This is an optimization exercise on Yosys and OpenROAD, whose aim is small area, not a production implementation. The RTL was checked by simulation tests, not by an equivalence proof against the original design. No activity file was given, so power comes from the tool's default toggle rates.

--- flow/config.mk ---
export PLATFORM = sky130hd
export DESIGN_NAME = top
export DESIGN_NICKNAME = top
export VERILOG_FILES = /design/flow/design.v
export SDC_FILE = /design/flow/constraint.sdc
export NUM_CORES = 4
export LEC_CHECK = 0
export CAP_MARGIN = 20
export CORE_MARGIN = 2
export CORE_UTILIZATION = 40
export SLEW_MARGIN = 20
--- flow/constraint.sdc ---
create_clock -name core_clock -period 20.0 [get_ports {CLOCK_50}]
set_input_delay 4.0000 -clock core_clock [delete_from_list [all_inputs] [get_ports {CLOCK_50}]]
set_output_delay 4.0000 -clock core_clock [all_outputs]
set_load 0.01 [all_outputs]
--- flow/design.v ---
module pe (
    input  logic clk,
    input  logic rst,
    input  logic signed [7:0]  a_in,
    input  logic signed [7:0]  b_in,
    output logic signed [7:0]  a_out,
    output logic signed [7:0]  b_out,
    output logic signed [31:0] sum
);
    always_ff @(posedge clk) begin
        if (rst) begin
            sum   <= 32'sd0;
            a_out <= 8'sd0;
            b_out <= 8'sd0;
        end else begin
            sum   <= sum + (a_in * b_in);
            a_out <= a_in;
            b_out <= b_in;
        end
    end
endmodule
module systolic_4x4 (
    input  logic clk,
    input  logic rst,
    input  logic [31:0] a_in_row,    
    input  logic [31:0] b_in_col,    
    output logic [511:0] c_out        
);
    logic signed [7:0]  a_bus [0:3][0:4];  
    logic signed [7:0]  b_bus [0:4][0:3];  
    logic signed [31:0] sum   [0:3][0:3];
    genvar r, c;
    generate
        for (r = 0; r < 4; r++) begin : EDGE_A
            assign a_bus[r][0] = a_in_row[8*r +: 8];
        end
        for (c = 0; c < 4; c++) begin : EDGE_B
            assign b_bus[0][c] = b_in_col[8*c +: 8];
        end
    endgenerate
    generate
        for (r = 0; r < 4; r++) begin : ROW
            for (c = 0; c < 4; c++) begin : COL
                pe u_pe (
                    .clk   (clk),
                    .rst   (rst),
                    .a_in  (a_bus[r][c]),
                    .b_in  (b_bus[r][c]),
                    .a_out (a_bus[r][c+1]),
                    .b_out (b_bus[r+1][c]),
                    .sum   (sum[r][c])
                );
            end
        end
    endgenerate
    always_comb begin
        c_out[0 +: 32] = sum[0][0];
        c_out[32 +: 32] = sum[0][1];
        c_out[64 +: 32] = sum[0][2];
        c_out[96 +: 32] = sum[0][3];
        c_out[128 +: 32] = sum[1][0];
        c_out[160 +: 32] = sum[1][1];
        c_out[192 +: 32] = sum[1][2];
        c_out[224 +: 32] = sum[1][3];
        c_out[256 +: 32] = sum[2][0];
        c_out[288 +: 32] = sum[2][1];
        c_out[320 +: 32] = sum[2][2];
        c_out[352 +: 32] = sum[2][3];
        c_out[384 +: 32] = sum[3][0];
        c_out[416 +: 32] = sum[3][1];
        c_out[448 +: 32] = sum[3][2];
        c_out[480 +: 32] = sum[3][3];
    end
endmodule
module uart_rx #(
    parameter int CLK_HZ = 50_000_000,
    parameter int BAUD   = 115200
)(
    input  logic clk,
    input  logic rst,             
    input  logic rx,              
    output logic [7:0] data_out,
    output logic       data_valid
);
    localparam int CLKS_PER_BIT = (CLK_HZ + (BAUD/2)) / BAUD;
    localparam int HALF_BIT     = CLKS_PER_BIT / 2;
    logic rx_ff1, rx_ff2;
    always_ff @(posedge clk) begin
        rx_ff1 <= rx;
        rx_ff2 <= rx_ff1;
    end
    wire rx_s = rx_ff2;
    typedef enum logic [1:0] { IDLE, START, DATA, STOP } state_t;
    state_t state;
    int unsigned count;
    logic [2:0]  bit_idx;
    logic [7:0]  rx_buf;
    always_ff @(posedge clk) begin
        if (rst) begin
            state      <= IDLE;
            count      <= 0;
            bit_idx    <= 0;
            rx_buf     <= 8'h00;
            data_out   <= 8'h00;
            data_valid <= 1'b0;
        end else begin
            data_valid <= 1'b0;  
            case (state)
                IDLE: begin
                    count   <= 0;
                    bit_idx <= 0;
                    if (rx_s == 1'b0) begin
                        state <= START;
                        count <= 0;
                    end
                end
                START: begin
                    if (count == HALF_BIT) begin
                        if (rx_s == 1'b0) begin
                            state   <= DATA;
                            count   <= 0;
                            bit_idx <= 0;
                        end else begin
                            state <= IDLE;  
                        end
                    end else begin
                        count <= count + 1;
                    end
                end
                DATA: begin
                    if (count == CLKS_PER_BIT-1) begin
                        count <= 0;
                        rx_buf[bit_idx] <= rx_s;
                        if (bit_idx == 3'd7) begin
                            state <= STOP;
                        end else begin
                            bit_idx <= bit_idx + 1;
                        end
                    end else begin
                        count <= count + 1;
                    end
                end
                STOP: begin
                    if (count == CLKS_PER_BIT-1) begin
                        count <= 0;
                        data_out   <= rx_buf;
                        data_valid <= 1'b1;
                        state      <= IDLE;
                    end else begin
                        count <= count + 1;
                    end
                end
            endcase
        end
    end
endmodule
module uart_tx #(
    parameter int CLK_HZ = 50_000_000,
    parameter int BAUD   = 115200
)(
    input  logic clk,
    input  logic rst,          
    input  logic [7:0] data_in,
    input  logic       start,  
    output logic       tx,     
    output logic       busy,   
    output logic       done    
);
    localparam int CLKS_PER_BIT = (CLK_HZ + (BAUD/2)) / BAUD;
    typedef enum logic [1:0] { IDLE, START_BIT, DATA_BITS, STOP_BIT } state_t;
    state_t state;
    int unsigned count;
    logic [2:0]  bit_idx;
    logic [7:0]  shreg;
    always_ff @(posedge clk) begin
        if (rst) begin
            state   <= IDLE;
            tx      <= 1'b1;
            busy    <= 1'b0;
            done    <= 1'b0;
            count   <= 0;
            bit_idx <= 0;
            shreg   <= 8'h00;
        end else begin
            done <= 1'b0;  
            case (state)
                IDLE: begin
                    tx   <= 1'b1;
                    busy <= 1'b0;
                    count <= 0;
                    bit_idx <= 0;
                    if (start) begin
                        shreg <= data_in;
                        busy  <= 1'b1;
                        tx    <= 1'b0;  
                        state <= START_BIT;
                        count <= 0;
                    end
                end
                START_BIT: begin
                    busy <= 1'b1;
                    if (count == CLKS_PER_BIT-1) begin
                        count   <= 0;
                        bit_idx <= 0;
                        tx      <= shreg[0];
                        state   <= DATA_BITS;
                    end else begin
                        count <= count + 1;
                    end
                end
                DATA_BITS: begin
                    busy <= 1'b1;
                    if (count == CLKS_PER_BIT-1) begin
                        count <= 0;
                        if (bit_idx == 3'd7) begin
                            tx    <= 1'b1;    
                            state <= STOP_BIT;
                        end else begin
                            bit_idx <= bit_idx + 1;
                            tx      <= shreg[bit_idx + 1];
                        end
                    end else begin
                        count <= count + 1;
                    end
                end
                STOP_BIT: begin
                    busy <= 1'b1;
                    if (count == CLKS_PER_BIT-1) begin
                        count <= 0;
                        tx    <= 1'b1;
                        busy  <= 1'b0;
                        done  <= 1'b1;   
                        state <= IDLE;
                    end else begin
                        count <= count + 1;
                    end
                end
                default: state <= IDLE;
            endcase
        end
    end
endmodule
module top (
    input  logic CLOCK_50,
    input  logic rst,        
    input  logic uart_rx,    
    output logic uart_tx     
);
    logic [7:0] rx_data;
    logic       rx_valid;
    uart_rx #(
        .CLK_HZ(50_000_000),
        .BAUD  (115200)
    ) u_rx (
        .clk        (CLOCK_50),
        .rst        (rst),
        .rx         (uart_rx),
        .data_out   (rx_data),
        .data_valid (rx_valid)
    );
    logic [7:0] tx_data;
    logic       tx_start;
    logic       tx_busy;
    logic       tx_done;
    uart_tx #(
        .CLK_HZ(50_000_000),
        .BAUD  (115200)
    ) u_tx (
        .clk     (CLOCK_50),
        .rst     (rst),
        .data_in (tx_data),
        .start   (tx_start),
        .tx      (uart_tx),
        .busy    (tx_busy),
        .done    (tx_done)
    );
    logic signed [7:0] A [0:3][0:3];
    logic signed [7:0] B [0:3][0:3];
    logic compute_rst;
    logic [31:0]  a_in_row;    
    logic [31:0]  b_in_col;    
    logic [511:0] c_out;       
    systolic_4x4 u_sys (
        .clk      (CLOCK_50),
        .rst      (compute_rst),
        .a_in_row (a_in_row),
        .b_in_col (b_in_col),
        .c_out    (c_out)
    );
    logic [31:0] compute_cycles;
    typedef enum logic [3:0] {
        WAIT_A5,
        RECV_PAYLOAD,
        RECV_DONE,        
        CLEAR_SYS,        
        WAIT_CLEAR,       
        RUN_SYS,
        SEND_ACK,
        WAIT_ACK_DONE,
        SEND_DATA,
        WAIT_DATA_DONE,
        SEND_CYCLES,
        WAIT_CYCLES_DONE,
        SEND_END,
        WAIT_END_DONE
    } state_t;
    state_t state;
    logic [5:0] rx_idx;     
    logic [3:0] t_cycle;    
    logic [6:0] tx_idx;     
    logic [1:0] cyc_idx;    
    function automatic logic [7:0] get_c_byte(input logic [6:0] byte_index);
        logic [3:0]  word_i;
        logic [1:0]  byte_i;
        logic [31:0] w;
        begin
            word_i = byte_index[6:2];   
            byte_i = byte_index[1:0];   
            w = c_out[32*word_i +: 32];
            case (byte_i)
                2'd0: get_c_byte = w[7:0];
                2'd1: get_c_byte = w[15:8];
                2'd2: get_c_byte = w[23:16];
                default: get_c_byte = w[31:24];
            endcase
        end
    endfunction
    function automatic logic [7:0] get_cycle_byte(input logic [1:0] byte_index);
        case (byte_index)
            2'd0: get_cycle_byte = compute_cycles[7:0];
            2'd1: get_cycle_byte = compute_cycles[15:8];
            2'd2: get_cycle_byte = compute_cycles[23:16];
            default: get_cycle_byte = compute_cycles[31:24];
        endcase
    endfunction
    integer i;
    always_comb begin
        for (i = 0; i < 4; i++) begin
            a_in_row[8*i +: 8] = 8'd0;
            b_in_col[8*i +: 8] = 8'd0;
        end
        if (state == RUN_SYS) begin
            for (i = 0; i < 4; i++) begin
                if ((t_cycle >= i) && ((t_cycle - i) < 4))
                    a_in_row[8*i +: 8] = A[i][t_cycle - i];
            end
            for (i = 0; i < 4; i++) begin
                if ((t_cycle >= i) && ((t_cycle - i) < 4))
                    b_in_col[8*i +: 8] = B[t_cycle - i][i];
            end
        end
    end
    always_ff @(posedge CLOCK_50) begin
        tx_start    <= 1'b0;
        compute_rst <= 1'b0;
        if (rst) begin
            state          <= WAIT_A5;
            rx_idx         <= 6'd0;
            t_cycle        <= 4'd0;
            tx_idx         <= 7'd0;
            cyc_idx        <= 2'd0;
            tx_data        <= 8'h00;
            compute_cycles <= 32'd0;
        end else begin
            case (state)
                WAIT_A5: begin
                    rx_idx       <= 6'd0;
                    if (rx_valid && rx_data == 8'hA5) begin
                        state <= RECV_PAYLOAD;
                    end
                end
                RECV_PAYLOAD: begin
                    if (rx_valid) begin
                        if (rx_idx < 6'd16) begin
                            A[rx_idx[3:2]][rx_idx[1:0]] <= $signed(rx_data);
                        end else begin
                            B[rx_idx[3:2]][rx_idx[1:0]] <= $signed(rx_data);
                        end
                        if (rx_idx == 6'd31) begin
                            state <= RECV_DONE;   
                        end else begin
                            rx_idx <= rx_idx + 6'd1;
                        end
                    end
                end
                RECV_DONE: begin
                    state <= CLEAR_SYS;
                end
                CLEAR_SYS: begin
                    compute_rst    <= 1'b1;
                    t_cycle        <= 4'd0;
                    compute_cycles <= 32'd0;
                    state          <= WAIT_CLEAR;
                end
                WAIT_CLEAR: begin
                    state <= RUN_SYS;
                end
                RUN_SYS: begin
                    compute_cycles <= compute_cycles + 32'd1;
                    if (t_cycle == 4'd9) begin
                        state <= SEND_ACK;
                    end else begin
                        t_cycle <= t_cycle + 4'd1;
                    end
                end
                SEND_ACK: begin
                    if (!tx_busy) begin
                        tx_data      <= 8'h5A;
                        tx_start     <= 1'b1;
                        tx_idx       <= 7'd0;
                        state        <= WAIT_ACK_DONE;
                    end
                end
                WAIT_ACK_DONE: begin
                    if (tx_done) begin
                        state <= SEND_DATA;
                    end
                end
                SEND_DATA: begin
                    tx_data      <= get_c_byte(tx_idx);
                    tx_start     <= 1'b1;
                    state        <= WAIT_DATA_DONE;
                end
                WAIT_DATA_DONE: begin
                    if (tx_done) begin
                        if (tx_idx == 7'd63) begin
                            cyc_idx <= 2'd0;
                            state   <= SEND_CYCLES;
                        end else begin
                            tx_idx <= tx_idx + 7'd1;
                            state  <= SEND_DATA;
                        end
                    end
                end
                SEND_CYCLES: begin
                    tx_data      <= get_cycle_byte(cyc_idx);
                    tx_start     <= 1'b1;
                    state        <= WAIT_CYCLES_DONE;
                end
                WAIT_CYCLES_DONE: begin
                    if (tx_done) begin
                        if (cyc_idx == 2'd3) begin
                            state <= SEND_END;
                        end else begin
                            cyc_idx <= cyc_idx + 2'd1;
                            state   <= SEND_CYCLES;
                        end
                    end
                end
                SEND_END: begin
                    tx_data      <= 8'hA6;
                    tx_start     <= 1'b1;
                    state        <= WAIT_END_DONE;
                end
                WAIT_END_DONE: begin
                    if (tx_done) begin
                        state <= WAIT_A5;
                    end
                end
                default: state <= WAIT_A5;
            endcase
        end
    end
endmodule
--- flow/run.sh ---
#!/bin/bash
# synth_recipe.tcl (not shown) runs the flow's synth.tcl, then flattens the netlist and writes it again
# the make line also repeats each setting of config.mk as NAME=value (left out here)
make -C /OpenROAD-flow-scripts/flow DESIGN_CONFIG=/design/flow/config.mk WORK_HOME=/design/flow/orfs CLKGATE_MAP_FILE= SYNTH_SCRIPT=/design/flow/synth_recipe.tcl finish
==> results of run 1 <==
==> worst reg2reg max path: cells and delay by family (launching register included) <==
family,cells,cell delay [ps]
xor+xnor,3,1810
buf+inv,4,880
fa+ha+maj,8,3470
simple gates,6,2050
flops,1,340
compound gates,10,2570
==> layout make-up <==
cell class	instances	area [um^2]
sequential	1133	25300
timing repair buffer	62	508
tap	3402	4260
clock inverter	70	1020
multi-input combinational	8108	73200
fill	24700	146000
inverter	1343	5040
antenna	7	17.5
clock buffer	179	3730
==> logic make-up after synthesis <==
group	after synthesis	synth area share [%]
AND/OR/NAND/NOR	3354	16.2
adder cells (fa/ha/maj)	1902	29.3
AO/OA/AOI/OAI	1740	10.9
buffers and inverters	1609	5.85
flip-flops	1133	24.2
XOR/XNOR	745	6.29
multiplexers	367	7.34
==> layout by cell type, fill, tap and decap left out, types with 85 or more instances in the layout <==
cell and n:
nand2b_1 139, fa_1 896, nand2_1 585, o21ai_0 282, nor2_1 969, clkbuf_16 137
o21bai_1 85, a21o_1 297, mux4_2 316, xnor2_1 462, and2_1 706, nor3_1 143
xor2_1 263, nand3_1 164, and3_1 93, a21oi_1 545, inv_1 1340, edfxtp_1 256
nor2b_1 265, ha_1 1005, dfxtp_1 869
==> metrics by stage <==
stage | worst slack, ps | hold slack (ps) | utilization [%] | total power [W] | instance area [um^2]
3_3_place_gp | 8890 | 314 | 41.7 | 0.00404 | 108000
4_1_cts | 8710 | 337 | 43.5 | 0.00675 | 113000
3_5_place_dp | 8740 | 322 | 41.7 | 0.00407 | 108000
2_1_floorplan | 9990 | 310 | - | 0.00364 | 104000
6_report | 8690 | 332 | 43.6 | 0.00672 | 113000
5_1_grt | 8020 | 345 | 43.6 | 0.00700 | 113000
==> flip-flops by register name, summed over array words and instances (netlist names), 4 cells and up, named ones only <==
name,count
u_rx.rx_buf,8
rx_idx,6
tx_data,8
state,4
A,128
u_sys.ROW.COL.u_pe.a_out,96
compute_cycles,32
B,128
u_rx.count,32
u_sys.ROW.COL.u_pe.b_out,96
u_rx.data_out,8
tx_idx,7
u_tx.shreg,8
u_sys.ROW.COL.u_pe.sum,512
t_cycle,4
u_tx.count,32
==> power by group through the flow <==
| stage | sequential, W | combinational, W | clock (W) |
|---|---|---|---|
| after floorplan | 0.00272 | 0.000923 | 0 |
| after global placement | 0.00285 | 0.00119 | 0 |
| after detailed placement | 0.00285 | 0.00122 | 0 |
| after CTS | 0.00281 | 0.00123 | 0.00270 |
| after global routing | 0.00283 | 0.00137 | 0.00279 |
| final | 0.00281 | 0.00125 | 0.00265 |
==> path summary, 6_finish.rpt <==
check | slack, ps | cells past startpoint | end | from
max | 8690 | 31 | u_sys.ROW[3].COL[0].u_pe.sum[30] | t_cycle[0]
max reg2reg | 8690 | 31 | u_sys.ROW[3].COL[0].u_pe.sum[30] | t_cycle[0]
min reg2reg | 330 | 0 | u_rx.rx_ff2 | u_rx.rx_ff1
min | 330 | 0 | u_rx.rx_ff2 | u_rx.rx_ff1
==> layer usage <==
layer	wire, um	track usage (%)	vias up
met4	12800	8.80	4
met1	127000	29.8	39400
met5	56	0	-
met3	18300	3.07	461
met2	138000	37.4	2286
li1	-	-	36600
==> flow_metrics.py, run 1 <==
metrics = {
    "timing": {
        "slew_headroom_pct": 21.2,
        "period_needed_ps": 11310,
        "setup_violations": 0,
        "tightest_slew_ps": 1180,
        "rsz0062_at_grt": "false",
        "period_share_pct": 56.5,
        "max_freq_ghz": 0.0885,
        "maxSlewViolCount": 0,
        "hold_viol": 0,
        "fin_tns_setup_ps": 0,
        "fin_worst_skew_ps": 52.2,
    },
    "global_routing": {
        "grt_pass1_wl_um": 466000,
        "grt_usage_pct": 22.6,
        "grt_max_degree": 141,
        "antenna_found_initial": 30,
        "grt_pass1_vias": 81200,
        "grt_remaining_overflow": 0,
    },
    "synthesis": {
        "synth_top_area_cell": "fa_1",
        "synth_cells": 10900,
        "ys_warn_count": 10,
        "synth-async-reset-ratio_pct": 0,
        "yosysUniqueCellTypes": 97,
        "yosysMostFrequentCell": "inv_1",
        "syn_nets": 12800,
        "ys_ff_latch": 1133,
        "ys_seq_area_share_pct": 24.2,
        "syn_area_um2": 104000,
        "synth_top_area_share_pct": 17.2,
        "syn_avg_cell_area_um2": 9.61,
        "synth_area_leaders": "fa_1, dfxtp_1, ha_1",
        "synthFlopType": "dfxtp_1",
        "synth_common_cells": "inv_1, ha_1, nor2_1",
        "synth_edf_count": 256,
    },
    "final_layout": {
        "stdcell_count": 14300,
        "fin_nets": 12700,
        "area_growth_pct": 8.39,
        "drive_gt1_share_pct": 6.76,
    },
    "clocking": {
        "cts_root_buf": "clkbuf_16",
        "clk_pin_slew_worst_paths_ps": 60,
        "numCtsBuffers": 137,
        "cts.sinks": 1133,
        "htreeDepth": 4,
        "cts_tree": "done",
        "cts-resized-gates": 0,
        "insertion_delay_ps": 830,
        "clock_path_buffers": 3,
        "ctsHoldBuffers": 0,
        "postCtsSetupBuffers": 0,
    },
    "detailed_routing": {
        "vias": 78800,
        "drc": 0,
        "route.antenna.remaining_nets": 0,
        "firstDrtPassIters": 6,
        "routed_wl_um": 297000,
        "wl_per_cell_um": 20.7,
        "initialDrtViolationCount": 5927,
        "viasPerCell": 5.51,
    },
    "placement": {
        "dp_hpwl_um": 235000,
        "gp_congestion": 0.954,
        "port_buffers": 3,
        "place_inst": 14000,
    },
    "pwr": {
        "p_leak_nw": 50.4,
        "ir_drop_mv": 0.0915,
        "p_sw_w": 0.00209,
        "pwr-share-clk_pct": 39.5,
        "power.share.combinational_pct": 18.6,
        "internal_power_w": 0.00463,
        "seqPwrFrac_pct": 41.9,
        "switching_share_pct": 31.2,
        "power_density_nw_per_um2": 59.4,
    },
    "floorplan": {
        "ios": 4,
        "dieArea_um2": 265000,
        "die_x_um": 515,
        "initial_core_util_pct": 40.2,
        "die_y_um": 515,
        "core_um2": 259000,
        "rows": 187,
    },
    "critical_path": {
        "cp_max_fo": 59,
        "path_class": "reg -> reg",
        "endpoint_kind": "flip-flop",
        "startpoint_type": "flip-flop",
        "cp.required_ps": 20650,
        "crit_family": "adder cells",
        "worstPathArrival_ps": 11960,
        "max_stage_delay_ps": 840,
        "worst-path-buf-inv": 4,
        "crit_slowest_cell": "xnor2_2",
    },
    "outcome": {
        "status": "no timing/DRC/antenna violations",
    },
    "worst_hold_path": {
        "hold_path.class": "reg -> reg",
    },
    "flow_run": {
        "drv_cap": 0,
    },
}
==> inputs of run 2 (changes only) <==
==> flow/design.v (replaced) <==
module top (
    input  logic CLOCK_50,
    input  logic rst,
    input  logic uart_rx,
    output logic uart_tx
);
    localparam logic [8:0] LAST = 9'd433;    
    localparam logic [1:0] M_WAIT = 2'd0, M_PAY = 2'd1, M_TX = 2'd2;
    logic [127:0] ra, rb;
    logic [6:0]   ph;
    logic [8:0]   timer;
    logic [3:0]   per;       
    logic [6:0]   b;         
    logic [1:0]   mode;
    logic         act;
    logic         match;
    logic [3:0]   s;         
    logic [1:0]   cap;
    logic signed [6:0] acc;
    wire [6:0] ph_n = ph + 7'd1;
    wire [6:0] waddr = b[4] ? {b[1:0], b[3:2] + 2'd1, per[2:0]} : {b[3:0], per[2:0]};
    wire win  = act && (mode != M_TX) && !per[3] && (timer[8:7] == 2'b01) && (ph_n == waddr);
    wire wa   = win && (mode == M_PAY) && !b[4];
    wire wb   = win && (mode == M_PAY) &&  b[4];
    always_ff @(posedge CLOCK_50) begin
        ra <= {ra[126:0], wa ? uart_rx : ra[127]};
        rb <= {rb[126:0], wb ? uart_rx : rb[127]};
    end
    wire [1:0] ma = ph[6:5] - b[5:4];
    wire [1:0] mb = ph[6:5] - b[3:2];
    logic atap, btap;
    always_comb begin
        case (ma)
            2'd0: atap = ra[0];
            2'd1: atap = ra[32];
            2'd2: atap = ra[64];
            default: atap = ra[96];
        endcase
        case (mb)
            2'd0: btap = rb[0];
            2'd1: btap = rb[32];
            2'd2: btap = rb[64];
            default: btap = rb[96];
        endcase
    end
    wire [3:0] c    = per + 4'd1;
    wire       cmp  = !c[3] && !b[1];
    wire [3:0] n    = {b[0], c[2:0]};
    wire       k0   = (ph[4:3] == 2'd0);
    wire [3:0] peff = s - {3'd0, k0};
    wire       uval = k0 ? (s != 4'd0 && s <= 4'd8) : (s <= 4'd7);
    wire [3:0] qsum = {1'b0, ph[2:0]} + peff;
    wire       use_ = cmp && uval && (qsum == n) && cap[~ph[3]] && btap;
    wire       neg  = (peff[2:0] == 3'd7) ^ (ph[2:0] == 3'd7);
    wire       capt = (s <= 4'd7) && (ph[2:0] == s[2:0]);
    logic cbit;
    always_comb begin
        case (b)
            7'd127:  cbit = 8'h5A >> c[2:0];
            7'd64:   cbit = 8'h0A >> c[2:0];
            7'd68:   cbit = 8'hA6 >> c[2:0];
            default: cbit = 1'b0;
        endcase
    end
    wire abit = 8'hA5 >> per[2:0];
    wire wrap = (timer == LAST);
    always_ff @(posedge CLOCK_50) begin
        ph <= rst ? 7'd0 : ph_n;
        if (capt) cap[ph[3]] <= atap;
        if (ph[4:0] == 5'd31 && s != 4'd9) s <= s + 4'd1;
        if (use_) acc <= neg ? acc - 7'sd1 : acc + 7'sd1;
        if (win && mode == M_WAIT) match <= match & (uart_rx == abit);
        timer <= timer + 9'd1;
        if (rst) begin
            mode    <= M_WAIT;
            act     <= 1'b0;
            uart_tx <= 1'b1;
        end else if (!act) begin
            if (!uart_rx) begin
                act   <= 1'b1;
                timer <= 9'd0;
                per   <= 4'hF;
                match <= 1'b1;
                s     <= 4'hF;
                if (mode == M_WAIT) b <= 7'd0;
            end
        end else begin
            if (per == 4'd8 && b[1:0] == 2'd3) acc <= 7'sd0;
            if (wrap) begin
                timer <= 9'd0;
                per   <= per + 4'd1;
                s     <= 4'hF;
                if (mode == M_TX) begin
                    if (per == 4'd8) begin
                        per <= 4'hF;
                        if (b == 7'd68) begin
                            mode <= M_WAIT;
                            act  <= 1'b0;
                        end else begin
                            b       <= b + 7'd1;
                            uart_tx <= 1'b0;
                        end
                    end else if (per == 4'd7) begin
                        uart_tx <= 1'b1;
                    end else begin
                        uart_tx <= b[6] ? cbit : acc[0];
                        acc     <= acc >>> 1;
                    end
                end else if (per == 4'd7) begin
                    if (mode == M_WAIT) begin
                        act <= 1'b0;
                        if (match) mode <= M_PAY;
                    end else if (b == 7'd31) begin
                        mode <= M_TX;
                        b    <= 7'd126;
                    end else begin
                        act <= 1'b0;
                        b   <= b + 7'd1;
                    end
                end
            end
        end
    end
endmodule
--- a/flow/config.mk
+++ b/flow/config.mk
@@ -7,5 +7,7 @@
 export LEC_CHECK = 0
 export CAP_MARGIN = 20
 export CORE_MARGIN = 2
-export CORE_UTILIZATION = 40
+export CORE_UTILIZATION = 60
+export CTS_BUF_LIST = sky130_fd_sc_hd__clkbuf_4
+export CTS_CLUSTER_SIZE = 30
 export SLEW_MARGIN = 20
==> run 2 against run 1 <==
Compared with the run above:
- global-route usage down 4.0 points
- setup slack better by 5500 ps
- non-clock buffer count shrank 59
- sequential share of layout area up 43 points
- critical endpoint is now acc[6]
- largest cell class is now sequential cells
- largest power group unchanged
- highest routed layer is now met4
==> flow_metrics.py, run 2 <==
metrics = {
    "final_layout": {
        "seq_area_um2": 6170,
        "area_growth_pct": 13.2,
        "multi_input_area_um2": 1960,
        "stdcell_count": 902,
        "mostFrequentLayoutCell": "dfxtp_1",
        "antenna_cells": 0,
        "drive_gt1_share_pct": 16.8,
        "fin_nets": 703,
        "fill_cells": 1023,
        "final_cell_mix": "dfxtp_1, clkbuf_4, nor2_1",
    },
    "critical_path": {
        "crit_slowest_cell": "nor4_1",
        "worstPathArrival_ps": 6210,
        "path_class": "in -> reg",
        "max_stage_delay_ps": 870,
        "startpoint_type": "input port",
        "worst-path-buf-inv": 1,
        "cp_max_fo": 15,
        "path_cells": "clkdlybuf4s50_1, nor4_1, a41o_2, nor2_1, mux2_2",
        "crit_family": "simple AND/OR/NAND/NOR gates",
        "cp.required_ps": 20410,
        "endpoint_kind": "flip-flop",
    },
    "global_routing": {
        "grt_pass1_wl_um": 21300,
        "grt_usage_pct": 18.5,
        "grt_pass1_vias": 4567,
        "antenna_found_initial": 0,
        "grt_remaining_overflow": 0,
        "grt_max_degree": 16,
    },
    "detailed_routing": {
        "vias": 4282,
        "firstDrtPassIters": 5,
        "wl_per_cell_um": 13.7,
        "drc": 0,
        "routed_wl_um": 12300,
        "route.antenna.remaining_nets": 0,
        "viasPerCell": 4.75,
        "initialDrtViolationCount": 206,
    },
    "timing": {
        "fin_worst_skew_ps": 29.5,
        "hold_viol": 0,
        "rsz0062_at_grt": "false",
        "period_share_pct": 29.0,
        "period_needed_ps": 5800,
        "timing.final.ws_setup_ps": 14200,
        "maxSlewViolCount": 0,
        "setup_violations": 0,
        "fin_tns_setup_ps": 0,
        "max_freq_ghz": 0.172,
        "slew_headroom_pct": 42.0,
        "tightest_slew_ps": 862,
        "fin_hold_ws_ps": 312,
    },
    "outcome": {
        "status": "no timing/DRC/antenna violations",
    },
    "placement": {
        "place_inst": 778,
        "place_ws_ps": 13580,
        "port_buffers": 3,
        "dp_hpwl_um": 7580,
        "gp_congestion": 0.839,
    },
    "pwr": {
        "p_sw_w": 0.000243,
        "internal_power_w": 0.000879,
        "seqPwrFrac_pct": 55.1,
        "design_power_total_w": 0.00112,
        "ir_drop_mv": 0.0992,
        "pwr-share-clk_pct": 42.1,
        "p_leak_nw": 3.85,
        "power_density_nw_per_um2": 119,
        "switching_share_pct": 21.6,
        "power.share.combinational_pct": 2.7,
    },
    "synthesis": {
        "yosysUniqueCellTypes": 58,
        "ys_warn_count": 1,
        "syn_nets": 637,
        "ys_ff_latch": 301,
        "synth_common_cells": "dfxtp_1, nor2_1, xnor2_1",
        "ys_seq_area_share_pct": 74.2,
        "synth_area_leaders": "dfxtp_1, edfxtp_1, ha_1",
        "synth_top_area_cell": "dfxtp_1",
        "syn_avg_cell_area_um2": 13.7,
        "synth_cells": 605,
        "synthFlopType": "dfxtp_1",
        "synth_edf_count": 14,
        "synth_top_area_share_pct": 69.1,
        "synth-async-reset-ratio_pct": 0,
        "yosysMostFrequentCell": "dfxtp_1",
        "syn_area_um2": 8310,
    },
    "clocking": {
        "numCtsBuffers": 71,
        "insertion_delay_ps": 650,
        "postCtsSetupBuffers": 0,
        "clock_path_buffers": 3,
        "clk_pin_slew_worst_paths_ps": 60,
        "cts-resized-gates": 0,
        "cts_tree": "done",
        "htreeDepth": 3,
        "cts_root_buf": "clkbuf_4",
        "ctsHoldBuffers": 0,
        "cts.sinks": 301,
    },
    "floorplan": {
        "die_y_um": 122,
        "initial_core_util_pct": 60.6,
        "core_um2": 13700,
        "dieArea_um2": 14800,
        "rows": 43,
        "die_x_um": 122,
        "ios": 4,
    },
    "flow_run": {
        "drv_cap": 0,
    },
    "worst_hold_path": {
        "hold_path.class": "reg -> reg",
    },
}
run 2: cell count changes after synthesis, moves of 562 or more:
cell | previous run | this run
nand2_1 | 585 | 23
inv_1 | 1340 | 31
nor2_1 | 970 | 34
dfxtp_1 | 877 | 287
fa_1 | 896 | 2
and2_1 | 706 | 0
ha_1 | 1006 | 27
run 2: metal layers:
layer	wire [um]	GRT usage, %	up-vias
met5	0	0	-
met3	540	6.98	28
met1	5990	24.5	2006
li1	-	-	2180
met4	239	9.27	0
met2	5580	26.8	68
run 2: worst paths after layout:
kind	cells past startpoint	start	slack, ps	end
max	5	rst	14200	acc[6]
min	0	ra[92]	310	ra[93]
max reg2reg	14	ph[3]	16050	acc[6]
min reg2reg	0	ra[92]	310	ra[93]
run 2: power groups by stage:
stage | Clock [W] | Sequential (W) | Combinational (W)
floorplan | 0 | 0.000629 | 0.0000259
global placement | 0 | 0.000632 | 0.0000292
detailed placement | 0 | 0.000632 | 0.0000304
CTS | 0.000493 | 0.000619 | 0.0000305
global route | 0.000526 | 0.000620 | 0.0000344
finish | 0.000473 | 0.000619 | 0.0000303
run 2: final cells by class:
| cell class | count | area share (%) |
|---|---|---|
| well taps | 180 | 2.39 |
| clock inverters | 19 | 1.18 |
| flip-flops and latches | 301 | 65.6 |
| multi-input cells | 262 | 20.9 |
| clock buffers | 105 | 8.38 |
| inverters | 32 | 1.28 |
| repair buffers | 3 | 0.319 |
run 2: kinds of logic after synthesis:
group	after synthesis	synth area share (%)
flip-flops	301	74.2
AND/OR/NAND/NOR	118	7.38
AO/OA/AOI/OAI	52	4.06
XOR/XNOR	47	5.50
buffers and inverters	42	2.18
adder cells (fa/ha/maj)	29	4.55
multiplexers	16	2.14
run 2: through the flow:
stage	cell area, um^2	utilization (%)
floorplan	8310	-
global placement	8500	62.0
detailed placement	8500	62.0
CTS	9400	68.5
global route	9400	68.5
finish	9400	68.5
==> inputs of run 3 (changes only) <==
--- a/flow/config.mk
+++ b/flow/config.mk
@@ -8,6 +8,6 @@
 export CAP_MARGIN = 20
 export CORE_MARGIN = 2
 export CORE_UTILIZATION = 60
-export CTS_BUF_LIST = sky130_fd_sc_hd__clkbuf_4
-export CTS_CLUSTER_SIZE = 30
+export CTS_BUF_LIST = sky130_fd_sc_hd__clkbuf_2 sky130_fd_sc_hd__clkbuf_4
+export CTS_CLUSTER_SIZE = 20
 export SLEW_MARGIN = 20
==> run 3 against run 2 <==
Compared with the run above:
- core utilization did not move
- first-iteration DRC count decreased by 6.3%
- sequential power barely moved
- setup slack worse by 12 ps
- critical endpoint unchanged
- largest cell class unchanged
- largest power group unchanged
==> flow_metrics.py, run 3 <==
metrics = {
    "outcome": {
        "status": "no timing/DRC/antenna violations",
    },
    "timing": {
        "period_share_pct": 29.1,
        "fin_worst_skew_ps": 27.9,
        "hold_viol": 0,
        "fin_tns_setup_ps": 0,
        "maxSlewViolCount": 0,
        "setup_violations": 0,
        "rsz0062_at_grt": "false",
        "tightest_slew_ps": 865,
        "max_freq_ghz": 0.172,
        "period_needed_ps": 5820,
        "timing.final.ws_setup_ps": 14180,
        "slew_headroom_pct": 41.8,
    },
    "synthesis": {
        "syn_nets": 637,
        "yosysUniqueCellTypes": 58,
        "synth_edf_count": 14,
        "synthFlopType": "dfxtp_1",
        "ys_ff_latch": 301,
        "synth_cells": 605,
        "syn_area_um2": 8310,
        "yosysMostFrequentCell": "dfxtp_1",
        "syn_avg_cell_area_um2": 13.7,
        "synth-async-reset-ratio_pct": 0,
        "synth_top_area_share_pct": 69.1,
        "ys_seq_area_share_pct": 74.2,
        "ys_warn_count": 1,
        "synth_common_cells": "dfxtp_1, nor2_1, xnor2_1",
        "synth_area_leaders": "dfxtp_1, edfxtp_1, ha_1",
        "synth_top_area_cell": "dfxtp_1",
    },
    "flow_run": {
        "drv_cap": 0,
    },
    "global_routing": {
        "antenna_found_initial": 0,
        "grt_pass1_vias": 4556,
        "grt_pass1_wl_um": 21300,
        "grt_max_degree": 16,
        "grt_usage_pct": 18.5,
        "grt_remaining_overflow": 0,
    },
    "critical_path": {
        "crit_slowest_cell": "nor4_1",
        "max_stage_delay_ps": 870,
        "worst-path-buf-inv": 1,
        "startpoint_type": "input port",
        "cp.required_ps": 20400,
        "path_cells": "clkdlybuf4s50_1, nor4_1, a41o_2, nor2_1, mux2_2",
        "crit_family": "simple AND/OR/NAND/NOR gates",
        "ff2ff_path_depth": 14,
        "cp_max_fo": 15,
        "endpoint_kind": "flip-flop",
        "r2r-end": "acc[6]",
        "worstPathArrival_ps": 6210,
        "path_class": "in -> reg",
        "r2r_slack_ps": 16050,
        "r2r-start": "ph[3]",
    },
    "detailed_routing": {
        "wl_per_cell_um": 13.8,
        "firstDrtPassIters": 5,
        "vias": 4343,
        "routed_wl_um": 12400,
        "route.antenna.remaining_nets": 0,
        "initialDrtViolationCount": 193,
        "viasPerCell": 4.81,
        "drc": 0,
    },
    "placement": {
        "gp_congestion": 0.839,
        "place_ws_ps": 13580,
        "place_inst": 778,
        "dp_hpwl_um": 7580,
        "port_buffers": 3,
    },
    "floorplan": {
        "core_um2": 13700,
        "rows": 43,
        "ios": 4,
        "die_x_um": 122,
        "dieArea_um2": 14800,
        "initial_core_util_pct": 60.6,
        "die_y_um": 122,
    },
    "clocking": {
        "clock_path_buffers": 3,
        "numCtsBuffers": 71,
        "htreeDepth": 3,
        "insertion_delay_ps": 640,
        "clk_pin_slew_worst_paths_ps": 60,
        "cts.sinks": 301,
        "cts-resized-gates": 0,
        "cts_tree": "done",
        "ctsHoldBuffers": 0,
        "postCtsSetupBuffers": 0,
        "cts_root_buf": "clkbuf_4",
    },
    "worst_hold_path": {
        "hold_start": "ra[47]",
        "hold_path.class": "reg -> reg",
        "worstHoldEndpoint": "ra[48]",
        "hold_depth": 0,
    },
    "final_layout": {
        "antenna_cells": 0,
        "final_cell_mix": "dfxtp_1, clkbuf_4, nor2_1",
        "stdcell_count": 902,
        "fin_nets": 703,
        "mostFrequentLayoutCell": "dfxtp_1",
        "drive_gt1_share_pct": 16.9,
        "area_growth_pct": 13.2,
    },
    "pwr": {
        "ir_drop_mv": 0.0816,
        "power_density_nw_per_um2": 119,
        "design_power_total_w": 0.00112,
        "p_leak_nw": 3.85,
    },
}
run 3: cell families after synthesis:
| group | synth area share, % |
|---|---|
| xor gates and xnor gates | 5.50 |
| muxes | 2.14 |
| adders and majority gates | 4.55 |
| AOI/OAI and AO/OA | 4.06 |
| DFF | 74.2 |
| and+or+nand+nor | 7.38 |
| buffers and inverters | 2.18 |
run 3: area by class of cell:
type	instances	area, um^2
Clock buffer	105	788
Multi-Input combinational cell	262	1960
Timing Repair Buffer	3	30.0
Clock inverter	19	111
Tap cell	180	225
Fill cell	1019	4320
Inverter	32	120
Sequential cell	301	6170
run 3: where the power goes:
part	total (W)	leakage, nW	switching (W)	internal, W
logic	0.0000304	0.876	0.0000157	0.0000147
registers	0.000619	2.44	0.00000869	0.000610
clock network	0.000474	0.532	0.000220	0.000255
total	0.00112	3.85	0.000244	0.000879
run 3: worst max-delay path by stage:
stage / from / end / slack [ps] / depth (start not counted)
6_report: rst / acc[6] / 14180 / 5
5_1_grt: rst / acc[6] / 14150 / 5
4_1_cts: rst / acc[6] / 14270 / 5
3_5_place_dp: rst / acc[6] / 13580 / 5
3_3_place_gp: rst / acc[6] / 13630 / 5
2_1_floorplan: rst / acc[6] / 14600 / 4
run 3: per-layer routing:
layer	routed length, um	share of wire, %	global-route usage (%)
met2	5590	45	27.0
met1	5850	47	24.6
met4	282	2.3	8.98
met3	674	5.4	6.93
met5	0	0	0
run 3: through the flow:
step / utilization, % / hold WS (ps) / cell area, um^2
6_report: 68.5 / 314 / 9400
5_1_grt: 68.5 / 319 / 9400
4_1_cts: 68.5 / 311 / 9400
3_5_place_dp: 62.0 / 312 / 8500
3_3_place_gp: 62.0 / 309 / 8500
2_1_floorplan: - / 310 / 8310
==> inputs of run 4 (changes only) <==
==> flow/config.mk (replaced) <==
export PLATFORM = sky130hd
export DESIGN_NAME = top
export DESIGN_NICKNAME = top
export VERILOG_FILES = /design/flow/design.v
export SDC_FILE = /design/flow/constraint.sdc
export NUM_CORES = 4
export LEC_CHECK = 0
export CAP_MARGIN = 20
export CORE_MARGIN = 2
export CORE_UTILIZATION = 40
export SLEW_MARGIN = 20
==> run 4 against run 3 <==
Compared with the run above:
- largest cell class unchanged
- largest power group unchanged
- first-iteration DRC count is 0.52% higher
- power grew 2.9%
- critical path depth did not move
- setup slack better by 8.9 ps
- combinational power about the same
- critical endpoint unchanged
- register-to-register slack improved by 140 ps
- count of clock-buffer cells in the layout down 65
- global-route usage shrank 7.1 points
- synthesized cell count is the same
- area after synthesis is the same
- fmax increased by 0.15%
==> flow_metrics.py, run 4 <==
metrics = {
    "outcome": {
        "status": "no timing/DRC/antenna violations",
    },
    "critical_path": {
        "r2r_slack_ps": 16190,
        "ff2ff_path_depth": 14,
        "worstPathArrival_ps": 6100,
        "worstSetupStartpoint": "rst",
        "r2r-start": "s[0]",
        "path_class": "in -> reg",
        "crit_slowest_cell": "clkdlybuf4s50_1",
        "crit_family": "buffers and inverters",
        "endpoint_kind": "flip-flop",
        "max_stage_delay_ps": 790,
        "cp.required_ps": 20290,
        "worst-path-buf-inv": 1,
        "crit_cells": 5,
        "path_cells": "clkdlybuf4s50_1, nor4_2, a41o_2, nor2_1, mux2_2",
        "startpoint_type": "input port",
        "r2r-end": "acc[6]",
        "cp-endpoint": "acc[6]",
        "cp_max_fo": 15,
    },
    "detailed_routing": {
        "vias": 4071,
        "initialDrtViolationCount": 194,
        "routed_wl_um": 12000,
        "route.antenna.remaining_nets": 0,
        "drc": 0,
        "viasPerCell": 4.44,
        "wl_per_cell_um": 13.1,
        "firstDrtPassIters": 4,
    },
    "final_layout": {
        "seq_area_um2": 6170,
        "antenna_cells": 0,
        "fill_cells": 1801,
        "fin_nets": 660,
        "drive_gt1_share_pct": 8.20,
        "multi_input_area_um2": 1970,
        "area_growth_pct": 14.7,
        "final_cell_mix": "dfxtp_1, nor2_1, xnor2_1",
        "mostFrequentLayoutCell": "dfxtp_1",
    },
    "synthesis": {
        "synthFlopType": "dfxtp_1",
        "synth_common_cells": "dfxtp_1, nor2_1, xnor2_1",
        "ys_warn_count": 1,
        "synth-async-reset-ratio_pct": 0,
        "synth_edf_count": 14,
        "syn_area_um2": 8310,
        "synth_top_area_cell": "dfxtp_1",
        "yosysUniqueCellTypes": 58,
        "syn_nets": 637,
        "ys_ff_latch": 301,
        "syn_avg_cell_area_um2": 13.7,
        "synth_area_leaders": "dfxtp_1, edfxtp_1, ha_1",
        "yosysMostFrequentCell": "dfxtp_1",
        "ys_seq_area_share_pct": 74.2,
        "synth_cells": 605,
        "synth_top_area_share_pct": 69.1,
    },
    "timing": {
        "rsz0062_at_grt": "false",
        "tightest_slew_ps": 736,
        "setup_violations": 0,
        "hold_viol": 0,
        "timing.final.ws_setup_ps": 14190,
        "maxSlewViolCount": 0,
        "period_share_pct": 29.0,
        "slew_headroom_pct": 50.8,
        "max_freq_ghz": 0.172,
        "period_needed_ps": 5810,
        "fin_tns_setup_ps": 0,
        "fin_worst_skew_ps": 8.22,
    },
    "clocking": {
        "ctsHoldBuffers": 0,
        "cts.sinks": 301,
        "postCtsSetupBuffers": 0,
        "clock_path_buffers": 3,
        "htreeDepth": 1,
        "numCtsBuffers": 28,
        "clk_pin_slew_worst_paths_ps": 60,
        "cts_tree": "done",
        "cts-resized-gates": 0,
        "cts_root_buf": "clkbuf_16",
        "insertion_delay_ps": 540,
    },
    "pwr": {
        "power_density_nw_per_um2": 121,
        "ir_drop_mv": 0.0675,
        "p_leak_nw": 3.76,
    },
    "global_routing": {
        "antenna_found_initial": 0,
        "grt_pass1_wl_um": 20600,
        "grt_remaining_overflow": 0,
        "grt_pass1_vias": 4126,
        "grt_usage_pct": 11.5,
        "grt_max_degree": 16,
    },
    "floorplan": {
        "ios": 4,
        "core_um2": 20300,
        "die_y_um": 148,
        "initial_core_util_pct": 40.9,
        "die_x_um": 148,
        "rows": 52,
        "dieArea_um2": 21900,
    },
    "placement": {
        "gp_congestion": 0.788,
        "place_ws_ps": 13370,
        "port_buffers": 3,
        "dp_hpwl_um": 7500,
    },
    "flow_run": {
        "drv_cap": 0,
    },
    "worst_hold_path": {
        "hold_path.class": "reg -> reg",
    },
}
-- run 4: cell counts after synthesis --
Identical to the previous run, type by type.
-- run 4: power by group --
part           switching [W]  internal, W  leakage, nW  total (W)
Clock               0.000211     0.000295        0.440   0.000507
Sequential        0.00000851     0.000611         2.44   0.000619
Combinational      0.0000157    0.0000148        0.876  0.0000305
-- run 4: through the flow --
stage | instance area (um^2) | hold slack [ps] | power (W) | util [%] | instances
3_5_place_dp | 8620 | 312 | 0.000663 | 42.4 | 868
3_3_place_gp | 8620 | 312 | 0.000661 | 42.4 | 868
2_1_floorplan | 8310 | 310 | 0.000655 | - | 605
4_1_cts | 9520 | 324 | 0.00117 | 46.9 | 916
6_report | 9530 | 322 | 0.00116 | 46.9 | 916
5_1_grt | 9530 | 329 | 0.00120 | 46.9 | 916
-- run 4: worst min path at each step --
stage	start	endpoint	slack, ps	cells past startpoint
after floorplan	ra[99]	ra[100]	310	0
after global placement	rb[65]	rb[66]	310	0
after detailed placement	ra[42]	ra[43]	310	0
after CTS	rb[86]	rb[87]	320	0
after global routing	rb[76]	rb[77]	330	0
final	ra[57]	ra[58]	320	0
-- run 4: layout make-up --
type,count,area share [%]
sequential,301,64.7
multi-input combinational,262,20.7
timing repair buffer,3,0.315
clock buffer,40,8.48
clock inverter,8,1.02
inverter,32,1.26
tap,270,3.55
-- run 4: kinds of logic (layout without fill, tap and decap cells) --
kind of cell	after synthesis	count (layout)	share of synthesized area (%)
AO/OA/AOI/OAI	52	52	4.06
AND/OR/NAND/NOR	118	118	7.38
adder cells (fa/ha/maj)	29	29	4.55
flip-flops	301	301	74.2
XOR/XNOR	47	47	5.50
buffers and inverters	42	83	2.18
multiplexers	16	16	2.14
-- run 4: layer usage --
layer | wire length [um] | share of wire (%) | track usage, % | up-vias
met5 | 0 | 0 | 0 | -
met4 | 365 | 3.0 | 4.71 | 0
met3 | 519 | 4.3 | 2.67 | 31
met2 | 5130 | 43 | 17.2 | 57
met1 | 6010 | 50 | 16.0 | 1928
li1 | - | - | - | 2055
-- run 4: worst register-to-register path, cell delays in order (launching register included) --
cell and delay, ps:
dfxtp_1 430, inv_1 120, ha_1 230, ha_1 190
xor2_1 190, nand3_1 130, xnor2_1 550, inv_1 120
fa_1 440, nor2b_1 170, o31a_1 170, o21ai_0 100
and3_1 190, o21ai_0 180, mux2_2 350
==> inputs of run 5 (changes only) <==
--- a/flow/design.v
+++ b/flow/design.v
@@ -65,7 +65,7 @@
     wire abit = 8'hA5 >> per[2:0];
     wire wrap = (timer == LAST);
     always_ff @(posedge CLOCK_50) begin
-        ph <= rst ? 7'd0 : ph_n;
+        ph <= ph_n;
         if (capt) cap[ph[3]] <= atap;
         if (ph[4:0] == 5'd31 && s != 4'd9) s <= s + 4'd1;
         if (use_) acc <= neg ? acc - 7'sd1 : acc + 7'sd1;
@@ -82,26 +82,26 @@
                 per   <= 4'hF;
                 match <= 1'b1;
                 s     <= 4'hF;
-                if (mode == M_WAIT) b <= 7'd0;
+                if (mode == M_WAIT) b <= 7'd96;
             end
         end else begin
-            if (per == 4'd8 && b[1:0] == 2'd3) acc <= 7'sd0;
+            if (per == 4'd8 && b[1:0] == 2'd0) acc <= 7'sd0;
             if (wrap) begin
                 timer <= 9'd0;
                 per   <= per + 4'd1;
                 s     <= 4'hF;
                 if (mode == M_TX) begin
                     if (per == 4'd8) begin
-                        per <= 4'hF;
+                        per     <= 4'hF;
+                        uart_tx <= 1'b0;
+                    end else if (per == 4'd7) begin
+                        uart_tx <= 1'b1;
                         if (b == 7'd68) begin
                             mode <= M_WAIT;
                             act  <= 1'b0;
                         end else begin
-                            b       <= b + 7'd1;
-                            uart_tx <= 1'b0;
+                            b <= b + 7'd1;
                         end
-                    end else if (per == 4'd7) begin
-                        uart_tx <= 1'b1;
                     end else begin
                         uart_tx <= b[6] ? cbit : acc[0];
                         acc     <= acc >>> 1;
@@ -110,9 +110,8 @@
                     if (mode == M_WAIT) begin
                         act <= 1'b0;
                         if (match) mode <= M_PAY;
-                    end else if (b == 7'd31) begin
+                    end else if (b == 7'd127) begin
                         mode <= M_TX;
-                        b    <= 7'd126;
                     end else begin
                         act <= 1'b0;
                         b   <= b + 7'd1;
==> flow/flow/run.sh (new file) <==
#!/bin/bash
# Standard layout (the standard.sh) with a smaller clock tree: clkbuf_4 only,
# sink clusters of up to 12 flip-flops within 40 um, and no dummy loads.
set -euo pipefail
export CTS_ARGS="-sink_clustering_enable -repair_clock_nets -dont_use_dummy_load -sink_clustering_size 12 -sink_clustering_max_diameter 40 -buf_list sky130_fd_sc_hd__clkbuf_4"
bash standard.sh > standard_flow.log 2>&1
==> flow/standard.sh (new file) <==
#!/bin/bash
# synth_recipe.tcl (not shown) runs the flow's synth.tcl, then flattens the netlist and writes it again
# the make line also repeats each setting of config.mk as NAME=value (left out here)
make -C /OpenROAD-flow-scripts/flow DESIGN_CONFIG=/design/flow/config.mk WORK_HOME=/design/flow/orfs CLKGATE_MAP_FILE= SYNTH_SCRIPT=/design/flow/synth_recipe.tcl "${@:-finish}"
--- a/flow/config.mk
+++ b/flow/config.mk
@@ -7,5 +7,5 @@
 export LEC_CHECK = 0
 export CAP_MARGIN = 20
 export CORE_MARGIN = 2
-export CORE_UTILIZATION = 40
+export CORE_UTILIZATION = 60
 export SLEW_MARGIN = 20
removed: flow/run.sh
==> run 5 against run 4 <==
Compared with the run above:
- still clean
- power fell by 25%
- fmax increased by 6.2%
- first-iteration DRC count fell by 36%
- setup slack improved by 340 ps
- non-clock buffer count unchanged
- combinational power decreased by 34%
- count of clock-buffer cells in the layout decreased by 9
- highest routed layer unchanged
==> flow_metrics.py, run 5 <==
metrics = {
    "timing": {
        "tightest_slew_ps": 757,
        "maxSlewViolCount": 0,
        "hold_viol": 0,
        "max_freq_ghz": 0.183,
        "period_share_pct": 27.3,
        "fin_hold_ws_ps": 299,
        "fin_worst_skew_ps": 54.4,
        "rsz0062_at_grt": "false",
        "fin_tns_setup_ps": 0,
        "slew_headroom_pct": 49.4,
        "timing.final.ws_setup_ps": 14530,
        "setup_violations": 0,
        "period_needed_ps": 5470,
    },
    "flow_run": {
        "drv_cap": 0,
    },
    "critical_path": {
        "crit_family": "buffers and inverters",
        "ff2ff_path_depth": 13,
        "path_class": "reg -> out",
        "cp.required_ps": 16000,
        "crit_cells": 1,
        "worstPathArrival_ps": 1470,
        "cp_max_fo": 2,
        "worst-path-buf-inv": 1,
        "endpoint_kind": "output port",
        "crit_slowest_cell": "clkdlybuf4s50_1",
        "path_cells": "clkdlybuf4s50_1",
        "max_stage_delay_ps": 530,
        "startpoint_type": "flip-flop",
    },
    "floorplan": {
        "die_x_um": 122,
        "rows": 42,
        "die_y_um": 122,
        "core_um2": 13300,
        "dieArea_um2": 14800,
        "initial_core_util_pct": 62.1,
        "ios": 4,
    },
    "clocking": {
        "cts_tree": "done",
        "postCtsSetupBuffers": 0,
        "ctsHoldBuffers": 0,
        "clock_path_buffers": 3,
        "cts.sinks": 301,
        "insertion_delay_ps": 640,
        "htreeDepth": 1,
        "cts-resized-gates": 0,
        "cts_root_buf": "clkbuf_4",
        "numCtsBuffers": 31,
        "clk_pin_slew_worst_paths_ps": 110,
    },
    "detailed_routing": {
        "viasPerCell": 5.00,
        "route.antenna.remaining_nets": 0,
        "initialDrtViolationCount": 125,
        "routed_wl_um": 11100,
        "drc": 0,
        "wl_per_cell_um": 13.9,
        "vias": 3982,
        "firstDrtPassIters": 4,
    },
    "synthesis": {
        "yosysUniqueCellTypes": 58,
        "syn_nets": 629,
        "synth-async-reset-ratio_pct": 0,
        "synth_top_area_cell": "dfxtp_1",
        "synthFlopType": "dfxtp_1",
        "synth_common_cells": "dfxtp_1, nor2_1, nand2_1",
        "synth_area_leaders": "dfxtp_1, edfxtp_1, ha_1",
        "ys_warn_count": 1,
        "syn_avg_cell_area_um2": 13.9,
        "synth_cells": 596,
        "ys_seq_area_share_pct": 74.4,
        "ys_ff_latch": 301,
        "synth_top_area_share_pct": 69.3,
        "syn_area_um2": 8290,
        "yosysMostFrequentCell": "dfxtp_1",
        "synth_edf_count": 14,
    },
    "placement": {
        "gp_congestion": 0.811,
        "port_buffers": 3,
        "place_ws_ps": 13980,
        "dp_hpwl_um": 7240,
    },
    "global_routing": {
        "antenna_found_initial": 1,
        "grt_usage_pct": 16.0,
        "grt_pass1_wl_um": 18800,
        "grt_pass1_vias": 3947,
        "grt_remaining_overflow": 0,
        "grt_max_degree": 16,
    },
    "final_layout": {
        "final_core_util_pct": 65.4,
        "multi_input_area_um2": 1990,
        "mostFrequentLayoutCell": "dfxtp_1",
        "seq_area_um2": 6170,
        "fin_nets": 655,
        "final_cell_mix": "dfxtp_1, clkbuf_4, nor2_1",
        "fill_cells": 1026,
        "drive_gt1_share_pct": 7.58,
        "area_growth_pct": 5.35,
    },
    "pwr": {
        "p_leak_nw": 3.50,
        "pwr-share-clk_pct": 26.3,
        "internal_power_w": 0.000690,
        "ir_drop_mv": 0.0667,
        "seqPwrFrac_pct": 71.3,
        "design_power_total_w": 0.000862,
        "power_density_nw_per_um2": 98.8,
        "switching_share_pct": 20.0,
        "p_sw_w": 0.000172,
        "power.share.combinational_pct": 2.3,
    },
    "worst_hold_path": {
        "hold_path.class": "reg -> reg",
        "hold_depth": 0,
    },
    "outcome": {
        "status": "no timing/DRC/antenna violations",
    },
}
[run 5: final timing paths]
path / start / endpoint / slack (ps)
worst min-delay path: ra[35] / ra[36] / 300
worst min register to register: ra[35] / ra[36] / 300
worst max register to register: s[0] / acc[6] / 16260
worst max-delay path: uart_tx / uart_tx / 14530
[run 5: metrics by stage]
step	instance area (um^2)	std cells
2_1_floorplan	8290	596
3_3_place_gp	8490	765
3_5_place_dp	8490	765
4_1_cts	8730	796
5_1_grt	8730	797
6_report	8730	797
[run 5: per-layer routing]
metal,vias up,global-route usage [%],wire length [um],part of all wire [%]
met5,-,0,0,0
met4,0,6.68,319,2.9
met3,19,3.62,361,3.3
met2,59,24.5,4810,43
met1,1897,22.3,5580,50
li1,2007,-,-,-
[run 5: kinds of logic (layout without fill, tap and decap cells)]
group / after synthesis / after routing / share of synthesized area (%)
simple gates: 120 / 120 / 7.78
fa+ha+maj: 30 / 30 / 4.71
other cells: 0 / 1 / 0
mux: 19 / 19 / 2.51
flops: 301 / 301 / 74.4
compound gates: 47 / 47 / 3.67
buf+inv: 33 / 57 / 1.56
xor+xnor: 46 / 46 / 5.36
[run 5: layout make-up]
type | count | area share, %
antenna | 1 | 0.0287
sequential | 301 | 70.6
tap | 176 | 2.52
inverter | 23 | 0.989
multi-input combinational | 262 | 22.8
clock buffer | 31 | 2.67
timing repair buffer | 3 | 0.344
[run 5: power by group through the flow]
stage,logic (W),clock network [W],registers [W]
global route,0.0000229,0.000264,0.000617
floorplan,0.0000173,0,0.000626
global placement,0.0000193,0,0.000629
finish,0.0000202,0.000227,0.000615
CTS,0.0000204,0.000241,0.000615
detailed placement,0.0000203,0,0.000629
==> inputs of run 6 (changes only) <==
--- a/flow/design.v
+++ b/flow/design.v
@@ -4,11 +4,10 @@
     input  logic uart_rx,
     output logic uart_tx
 );
-    localparam logic [8:0] LAST = 9'd433;    
     localparam logic [1:0] M_WAIT = 2'd0, M_PAY = 2'd1, M_TX = 2'd2;
     logic [127:0] ra, rb;
     logic [6:0]   ph;
-    logic [8:0]   timer;
+    logic [8:0]   timer;     
     logic [3:0]   per;       
     logic [6:0]   b;         
     logic [1:0]   mode;
@@ -16,10 +15,10 @@
     logic         match;
     logic [3:0]   s;         
     logic [1:0]   cap;
-    logic signed [6:0] acc;
+    logic [5:0]   acc;       
     wire [6:0] ph_n = ph + 7'd1;
     wire [6:0] waddr = b[4] ? {b[1:0], b[3:2] + 2'd1, per[2:0]} : {b[3:0], per[2:0]};
-    wire win  = act && (mode != M_TX) && !per[3] && (timer[8:7] == 2'b01) && (ph_n == waddr);
+    wire win  = act && (mode != M_TX) && !per[3] && !wrap && (ph_n == waddr);
     wire wa   = win && (mode == M_PAY) && !b[4];
     wire wb   = win && (mode == M_PAY) &&  b[4];
     always_ff @(posedge CLOCK_50) begin
@@ -50,27 +49,28 @@
     wire [3:0] peff = s - {3'd0, k0};
     wire       uval = k0 ? (s != 4'd0 && s <= 4'd8) : (s <= 4'd7);
     wire [3:0] qsum = {1'b0, ph[2:0]} + peff;
-    wire       use_ = cmp && uval && (qsum == n) && cap[~ph[3]] && btap;
     wire       neg  = (peff[2:0] == 3'd7) ^ (ph[2:0] == 3'd7);
+    wire       term = cmp && uval && (qsum == n) && ((cap[~ph[3]] & btap) ^ neg);
+    wire [4:0] n5   = {b[1:0], c[2:0]};
+    wire       kbit = !c[3] && (n5 == 5'd10 || n5 >= 5'd17);
+    wire       kinc = kbit && (s == 4'hF) && (ph[4:0] == 5'd31);
     wire       capt = (s <= 4'd7) && (ph[2:0] == s[2:0]);
     logic cbit;
     always_comb begin
-        case (b)
-            7'd127:  cbit = 8'h5A >> c[2:0];
-            7'd64:   cbit = 8'h0A >> c[2:0];
-            7'd68:   cbit = 8'hA6 >> c[2:0];
-            default: cbit = 1'b0;
-        endcase
+        if (b[5])                cbit = 8'h5A >> c[2:0];    
+        else if (b[2])           cbit = 8'hA6 >> c[2:0];    
+        else if (b[1:0] == 2'd0) cbit = 8'h0A >> c[2:0];    
+        else                     cbit = 1'b0;               
     end
     wire abit = 8'hA5 >> per[2:0];
-    wire wrap = (timer == LAST);
+    wire wrap = (timer == 9'd182);
     always_ff @(posedge CLOCK_50) begin
         ph <= ph_n;
         if (capt) cap[ph[3]] <= atap;
-        if (ph[4:0] == 5'd31 && s != 4'd9) s <= s + 4'd1;
-        if (use_) acc <= neg ? acc - 7'sd1 : acc + 7'sd1;
+        if (ph[4:0] == 5'd31) s <= s + 4'd1;
+        if (term || kinc) acc <= acc + 6'd1;
         if (win && mode == M_WAIT) match <= match & (uart_rx == abit);
-        timer <= timer + 9'd1;
+        timer <= {timer[7:0], ~(timer[8] ^ timer[4])};
         if (rst) begin
             mode    <= M_WAIT;
             act     <= 1'b0;
@@ -85,7 +85,7 @@
                 if (mode == M_WAIT) b <= 7'd96;
             end
         end else begin
-            if (per == 4'd8 && b[1:0] == 2'd0) acc <= 7'sd0;
+            if (per == 4'd8 && b[1:0] == 2'd0) acc <= 6'd0;
             if (wrap) begin
                 timer <= 9'd0;
                 per   <= per + 4'd1;
@@ -96,7 +96,7 @@
                         uart_tx <= 1'b0;
                     end else if (per == 4'd7) begin
                         uart_tx <= 1'b1;
-                        if (b == 7'd68) begin
+                        if (b[6] && !b[5] && b[2]) begin    
                             mode <= M_WAIT;
                             act  <= 1'b0;
                         end else begin
@@ -104,13 +104,13 @@
                         end
                     end else begin
                         uart_tx <= b[6] ? cbit : acc[0];
-                        acc     <= acc >>> 1;
+                        acc     <= acc >> 1;
                     end
                 end else if (per == 4'd7) begin
                     if (mode == M_WAIT) begin
                         act <= 1'b0;
                         if (match) mode <= M_PAY;
-                    end else if (b == 7'd127) begin
+                    end else if (b[4:0] == 5'd31) begin    
                         mode <= M_TX;
                     end else begin
                         act <= 1'b0;
==> run 6 against run 5 <==
Compared with the run above:
- clock power grew 7%
- via count decreased by 8.1%
- fmax fell by 3.6%
- wire length decreased by 5.7%
- critical path type is now in -> reg
- worst hold slack got worse by 52 ps
- still clean
- final cell count decreased by 6.5%
- area after synthesis is 4.4% lower
- global-route usage about the same
==> flow_metrics.py, run 6 <==
metrics = {
    "pwr": {
        "p_leak_nw": 3.40,
        "power_density_nw_per_um2": 104,
        "ir_drop_mv": 0.0859,
    },
    "floorplan": {
        "die_x_um": 119,
        "dieArea_um2": 14100,
        "die_y_um": 119,
        "ios": 4,
        "rows": 41,
        "core_um2": 12800,
        "initial_core_util_pct": 62.0,
    },
    "timing": {
        "period_needed_ps": 5670,
        "maxSlewViolCount": 0,
        "timing.final.ws_setup_ps": 14330,
        "fin_tns_setup_ps": 0,
        "rsz0062_at_grt": "false",
        "fin_worst_skew_ps": 102,
        "hold_viol": 0,
        "period_share_pct": 28.4,
        "tightest_slew_ps": 805,
        "max_freq_ghz": 0.176,
        "slew_headroom_pct": 45.8,
        "setup_violations": 0,
    },
    "synthesis": {
        "yosysMostFrequentCell": "dfxtp_1",
        "syn_area_um2": 7920,
        "synth_area_leaders": "dfxtp_1, edfxtp_1, ha_1",
        "synth_cells": 547,
        "ys_seq_area_share_pct": 77.4,
        "synth_top_area_cell": "dfxtp_1",
        "synth_common_cells": "dfxtp_1, ha_1, xor2_1",
        "syn_nets": 574,
        "ys_ff_latch": 300,
        "synth_edf_count": 13,
        "synthFlopType": "dfxtp_1",
        "synth-async-reset-ratio_pct": 0,
        "ys_warn_count": 1,
        "synth_top_area_share_pct": 72.5,
        "syn_avg_cell_area_um2": 14.5,
        "yosysUniqueCellTypes": 51,
    },
    "outcome": {
        "status": "no timing/DRC/antenna violations",
    },
    "final_layout": {
        "fill_cells": 940,
        "mostFrequentLayoutCell": "dfxtp_1",
        "stdcell_count": 745,
        "area_growth_pct": 5.92,
        "stdcell_area_um2": 8390,
        "fin_nets": 602,
        "multi_input_area_um2": 1680,
        "antenna_cells": 0,
        "seq_area_um2": 6140,
        "drive_gt1_share_pct": 9.08,
        "final_cell_mix": "dfxtp_1, clkbuf_4, ha_1",
    },
    "global_routing": {
        "grt_max_degree": 13,
        "grt_pass1_vias": 3837,
        "grt_pass1_wl_um": 18000,
        "grt_remaining_overflow": 0,
        "grt_usage_pct": 16.0,
        "antenna_found_initial": 0,
    },
    "clocking": {
        "clk_pin_slew_worst_paths_ps": 110,
        "cts_root_buf": "clkbuf_4",
        "cts-resized-gates": 0,
        "insertion_delay_ps": 630,
        "cts.sinks": 300,
        "ctsHoldBuffers": 0,
        "clock_path_buffers": 3,
        "numCtsBuffers": 35,
        "postCtsSetupBuffers": 0,
        "cts_tree": "done",
        "htreeDepth": 2,
    },
    "worst_hold_path": {
        "hold_path.class": "reg -> reg",
    },
    "critical_path": {
        "endpoint_kind": "flip-flop",
        "worstPathArrival_ps": 6160,
        "path_class": "in -> reg",
        "cp_max_fo": 8,
        "cp.required_ps": 20490,
        "startpoint_type": "input port",
    },
    "flow_run": {
        "drv_cap": 0,
    },
    "detailed_routing": {
        "drc": 0,
        "initialDrtViolationCount": 184,
        "route.antenna.remaining_nets": 0,
        "firstDrtPassIters": 4,
        "viasPerCell": 4.91,
        "routed_wl_um": 10400,
        "wl_per_cell_um": 14.0,
        "vias": 3660,
    },
    "placement": {
        "placed_area_um2": 8130,
        "place_ws_ps": 13810,
        "port_buffers": 3,
        "place_inst": 710,
        "gp_congestion": 0.842,
        "dp_hpwl_um": 6420,
    },
}
[run 6: layer usage]
metal  vias to the layer above  share of wire (%)  global-route usage [%]
met4                         0                2.7                    7.96
met1                      1721                 50                    22.4
met3                        24                4.6                    4.41
li1                       1848                  -                       -
met2                        67                 42                    23.1
met5                         -                  0                       0
[run 6: final cells by class]
type | count | area share, %
flip-flops and latches | 300 | 73.1
multi-input cells | 217 | 20.0
clock buffers | 35 | 3.13
well taps | 172 | 2.56
inverters | 17 | 0.760
repair buffers | 4 | 0.447
[run 6: stage by stage]
stage          util (%)  hold slack, ps  total power, W
2_1_floorplan         -             310        0.000638
3_3_place_gp       63.6             310        0.000641
3_5_place_dp       63.6             312        0.000643
4_1_cts            65.7             232        0.000887
5_1_grt            65.7             231        0.000912
6_report           65.7             247        0.000873
[run 6: where the power goes]
part	switching [W]	total, W	internal, W
Sequential	0.00000508	0.000613	0.000607
Clock	0.000163	0.000244	0.0000812
Combinational	0.00000806	0.0000167	0.00000859
Total	0.000176	0.000873	0.000697
[run 6: critical path: stages]
cell and delay (ps):
clkdlybuf4s50_1 550, nor2b_1 250, nand3_1 100, nor3_1 570, a31o_2 280, a211oi_1 90
a21oi_1 210, nand3b_1 100
[run 6: cell families after synthesis]
logic type | Yosys count | share of synthesized area [%]
DFF | 300 | 77.4
and+or+nand+nor | 105 | 7.31
AOI/OAI and AO/OA | 39 | 3.36
xor gates and xnor gates | 39 | 5.08
buffers and inverters | 30 | 1.45
adders and majority gates | 24 | 3.88
muxes | 10 | 1.47
[run 6: worst paths after layout]
path | startpoint | endpoint | slack [ps] | depth (start not counted)
min reg2reg | ra[24] | ra[25] | 250 | 0
max reg2reg | ph[3] | acc[2] | 16820 | 11
max | rst | acc[3] | 14330 | 8
min | ra[24] | ra[25] | 250 | 0

## static timing again, ports no longer ideal
The flow's constraints put no driver on any port. The routed layouts listed below were extracted and timed again, unchanged, in two steps.
Step 1: set_driving_cell puts a clkbuf_16 on CLOCK_50 and a buf_2 on each other input, an assumption about the parent block.
Step 2, shift: input delay + t, output delay - t, t = (earliest + latest rising clock arrival at the registers) / 2. This alone moves slack from input paths to output paths.
Three values: ideal ports, drivers, drivers and shift; two values: the first two.
| run | t, ns | slack for setup (ns) | hold WS [ns] | worst slew at a driven data input, ns |
|---|---|---|---|---|
| run 1 | 0.887 | 8.694 / 8.694 / 8.694 | 0.332 / 0.332 / 0.332 | 0.05 |
| run 2 | 0.671 | 14.196 / 14.200 / 13.530 | 0.312 / 0.312 / 0.312 | 0.03 |
| run 3 | 0.663 | 14.184 / 14.188 / 13.526 | 0.314 / 0.314 / 0.314 | 0.03 |
| run 4 | 0.577 | 14.193 / 14.206 / 13.630 | 0.322 / 0.322 / 0.322 | 0.03 |
| run 5 | 0.647 | 14.531 / 14.496 / 13.969 | 0.299 / 0.299 / 0.299 | 0.03 |
| run 6 | 0.608 | 14.327 / 14.335 / 13.727 | 0.247 / 0.247 / 0.247 | 0.03 |
After both steps every run listed still meets setup and hold. For run 2, which loses most, drivers alone change the setup slack by +0.004 ns; drivers and shift together by -0.666 ns.
